From an optimization exercise on the open Yosys and OpenROAD flow, aimed at small area; shortcuts taken in it are not production practice. The RTL was checked by simulation tests, not by an equivalence proof against the original design.

==> flow/design.v (excerpt) <==
module motor1stab(clk, rst,
m1in, m2in, m3in, m4in, ch6ratio, ch3ratio,
m1ratio,m2ratio,m3ratio,m4ratio);
input [10:0] m1in, m2in, m3in, m4in,  ch6ratio, ch3ratio;
input clk,rst;
output [10:0] m1ratio,m2ratio,m3ratio,m4ratio;
localparam P0 = 3'b000,   
           P1 = 3'b001,   
           AA = 3'b010,   
           AB = 3'b011,   
           WF = 3'b100,   
           WS = 3'b101,   
           GB = 3'b110;   
localparam [16:0] LFSR_END = 17'h151ae;
reg [2:0] ph;
reg [16:0] lfsr;
reg sec2;
reg [10:0] a1, a2, a3, a4;    
reg [10:0] b1, b2, b3, b4;    
reg [10:0] r1, r2, r3, r4;    
wire first = (ph == WF);
wire [10:0] x1 = first ? a1 : b1;
wire [10:0] x2 = first ? a2 : b2;
wire neq = (m1in != x1) || (m2in != x2);
always @(posedge clk or negedge rst)
if (!rst) begin
	ph <= P0;
	lfsr <= 17'd0;
	sec2 <= 1'b0;
end else begin
	lfsr <= {lfsr[15:0], ~(lfsr[16] ^ lfsr[13])};
	if (lfsr == LFSR_END) sec2 <= 1'b1;
	case (ph)
	P0: ph <= P1;
	P1: ph <= WF;
	WF: ph <= (neq || sec2) ? GB : WS;
	WS: ph <= neq ? GB : WS;
	GB: ph <= AA;
	AA: ph <= AB;
	AB: ph <= WF;
	default: ph <= P0;
	endcase
end
wire cap_a = ph[2] | ~ph[1];    
wire adj   = ~ph[2] & ph[1];
always @(posedge clk) begin
	if (cap_a) begin
		a1 <= m1in; a2 <= m2in; a3 <= m3in; a4 <= m4in;
	end
	if (first) begin
		b1 <= a1; b2 <= a2; b3 <= a3; b4 <= a4;
	end
end
wire gt1, gt2, gt3, gt4;
wire [10:0] d1, d2, d3, d4;
wire [11:0] cp, cp3;
wire [4:0] w0, w1, w2, w3, w4;
wire t1 = ch6ratio[3] ^ ch6ratio[0];
wire t2 = ch6ratio[3] & ch6ratio[0];
wire t3 = ch6ratio[4] ^ ch6ratio[1] ^ t2;
wire t4 = (ch6ratio[4] & ch6ratio[1]) | (t2 & (ch6ratio[4] ^ ch6ratio[1]));
wire t5 = ch6ratio[5] ^ ch6ratio[2] ^ ch6ratio[0];
  ...
For scale: ~2200 cells after synthesis, about 150 flip-flops, about 110 I/O pins, roughly 20000 sq um of cells after synthesis.
==> flow/config.mk <==
export PLATFORM = sky130hd
export DESIGN_NAME = motor1stab
export DESIGN_NICKNAME = motor1stab
export VERILOG_FILES = /design/flow/design.v
export SDC_FILE = /design/flow/constraint.sdc
export NUM_CORES = 4
export LEC_CHECK = 0
export CAP_MARGIN = 20
export CORE_MARGIN = 2
export CORE_UTILIZATION = 55
export CTS_BUF_LIST = sky130_fd_sc_hd__clkbuf_8
export CTS_CLUSTER_SIZE = 30
export SLEW_MARGIN = 20
==> flow/constraint.sdc <==
create_clock -name core_clock -period 40.0 [get_ports {clk}]
set_input_delay 8.0000 -clock core_clock [delete_from_list [all_inputs] [get_ports {clk}]]
set_output_delay 8.0000 -clock core_clock [all_outputs]
set_load 0.01 [all_outputs]
standard.sh (not shown) runs the stock make flow with config.mk's settings and CLKGATE_MAP_FILE= SYNTH_SCRIPT=/design/flow/synth_recipe.tcl, a recipe that flattens the netlist after the stock synthesis.
==> flow/flow/run.sh <==
#!/bin/bash
# Own layout flow: the standard layout (standard.sh) with two changes: synthesis
# maps the logic with an area-oriented ABC script (flow/abc_area.script, used as
# ORFS's abc_area.script with ABC_AREA=1) instead of ORFS's speed script.
# Yosys's own steps, and so the registers, are those of the standard synthesis.
# The port buffers are sky130_fd_sc_hd__buf_1 cells.
set -euo pipefail
here=$(pwd)
rm -rf "$here/scripts_local"
cp -r "$FLOW_HOME/scripts" "$here/scripts_local"
cp "$here/flow/abc_area.script" "$here/scripts_local/abc_area.script"
bash standard.sh SCRIPTS_DIR="$here/scripts_local" ABC_AREA=1 synth > "$here/flow_synth.log" 2>&1
export BUFFER_PORTS_ARGS="-buffer_cell sky130_fd_sc_hd__buf_1"
bash standard.sh finish > "$here/flow_finish.log" 2>&1
==> flow/flow/abc_area.script <==
strash
dch -f
map -a
topo
==> next run, changes <==
==> flow/run.sh (new file) <==
#!/bin/bash
# synth_recipe.tcl (not shown) runs the flow's synth.tcl, then flattens the netlist and writes it again
# the make line also repeats each setting of config.mk as NAME=value (left out here)
make -C /OpenROAD-flow-scripts/flow DESIGN_CONFIG=/design/flow/config.mk WORK_HOME=/design/flow/orfs CLKGATE_MAP_FILE= SYNTH_SCRIPT=/design/flow/synth_recipe.tcl finish
- CORE_UTILIZATION: 55 -> 40
- CTS_BUF_LIST: sky130_fd_sc_hd__clkbuf_8 -> default
- CTS_CLUSTER_SIZE: 30 -> default
removed: flow/flow/run.sh
removed: flow/flow/abc_area.script
removed: flow/standard.sh
After rerunning:
- fmax is about the same
- setup slack is worse by 0.083 ns
- non-clock buffer count went up by 10
==> next run, changes <==
==> flow/flow/run.sh (new file) <==
#!/bin/bash
# Own layout flow: the standard layout (standard.sh) with two changes: synthesis
# maps the logic with an area-oriented ABC script (flow/abc_area.script, used as
# ORFS's abc_area.script with ABC_AREA=1) instead of ORFS's speed script.
# Yosys's own steps, and so the registers, are those of the standard synthesis.
# The port buffers are sky130_fd_sc_hd__buf_1 cells.
set -euo pipefail
here=$(pwd)
rm -rf "$here/scripts_local"
cp -r "$FLOW_HOME/scripts" "$here/scripts_local"
cp "$here/flow/abc_area.script" "$here/scripts_local/abc_area.script"
bash standard.sh SCRIPTS_DIR="$here/scripts_local" ABC_AREA=1 synth > "$here/flow_synth.log" 2>&1
export BUFFER_PORTS_ARGS="-buffer_cell sky130_fd_sc_hd__buf_1"
bash standard.sh finish > "$here/flow_finish.log" 2>&1
==> flow/flow/abc_area.script (new file) <==
strash
dch -f
map -a
topo
==> flow/standard.sh (new file) <==
#!/bin/bash
# synth_recipe.tcl (not shown) runs the flow's synth.tcl, then flattens the netlist and writes it again
# the make line also repeats each setting of config.mk as NAME=value (left out here)
make -C /OpenROAD-flow-scripts/flow DESIGN_CONFIG=/design/flow/config.mk WORK_HOME=/design/flow/orfs CLKGATE_MAP_FILE= SYNTH_SCRIPT=/design/flow/synth_recipe.tcl "${@:-finish}"
removed: flow/run.sh
Outcome: Worst hold slack gains 0.0044 ns. Maximum frequency hardly moves. Utilization fell by 0.53 points. Design area fell by 8.2%. Synthesized cell count fell by 2.2%. Area after synthesis fell by 7.1%. Worst setup slack gains 0.065 ns. Clock skew fell by 0.0040 ns.

## static timing again, ports no longer ideal
No port has a modelled driver above. Below, the same layouts with a new extraction and two added sets of constraints.
Step 1 sets driving cells, clkbuf_16 on the clock port and buf_2 on the other inputs (assumed; they add their load-dependent delay and slew).
Step 2 moves the port delays by t, midway between the first and last clock arrival at a register: inputs arrive t later, outputs are due t later. That takes back most of the time a late clock gives input paths.
Three values: ideal ports, drivers, drivers and shift; two values: the first two.
run | t (ns) | setup slack, ns | hold WS [ns] | worst register clock-pin slew, ns | cell pins on the clock port's net
the first run | 0.522 | 1.269 / 1.246 / 1.246 | 0.382 / 0.382 / 0.382 | 0.10 / 0.10 | 1
the second run | 0.492 | 1.186 / 1.162 / 1.162 | 0.368 / 0.368 / 0.368 | 0.08 / 0.08 | 1
the third run | 0.487 | 1.250 / 1.217 / 1.217 | 0.373 / 0.373 / 0.373 | 0.07 / 0.07 | 1
After both steps every run listed still meets setup and hold. The setup slack of the third run, which loses most, moves by -0.033 ns with the drivers and by -0.033 ns with both steps.
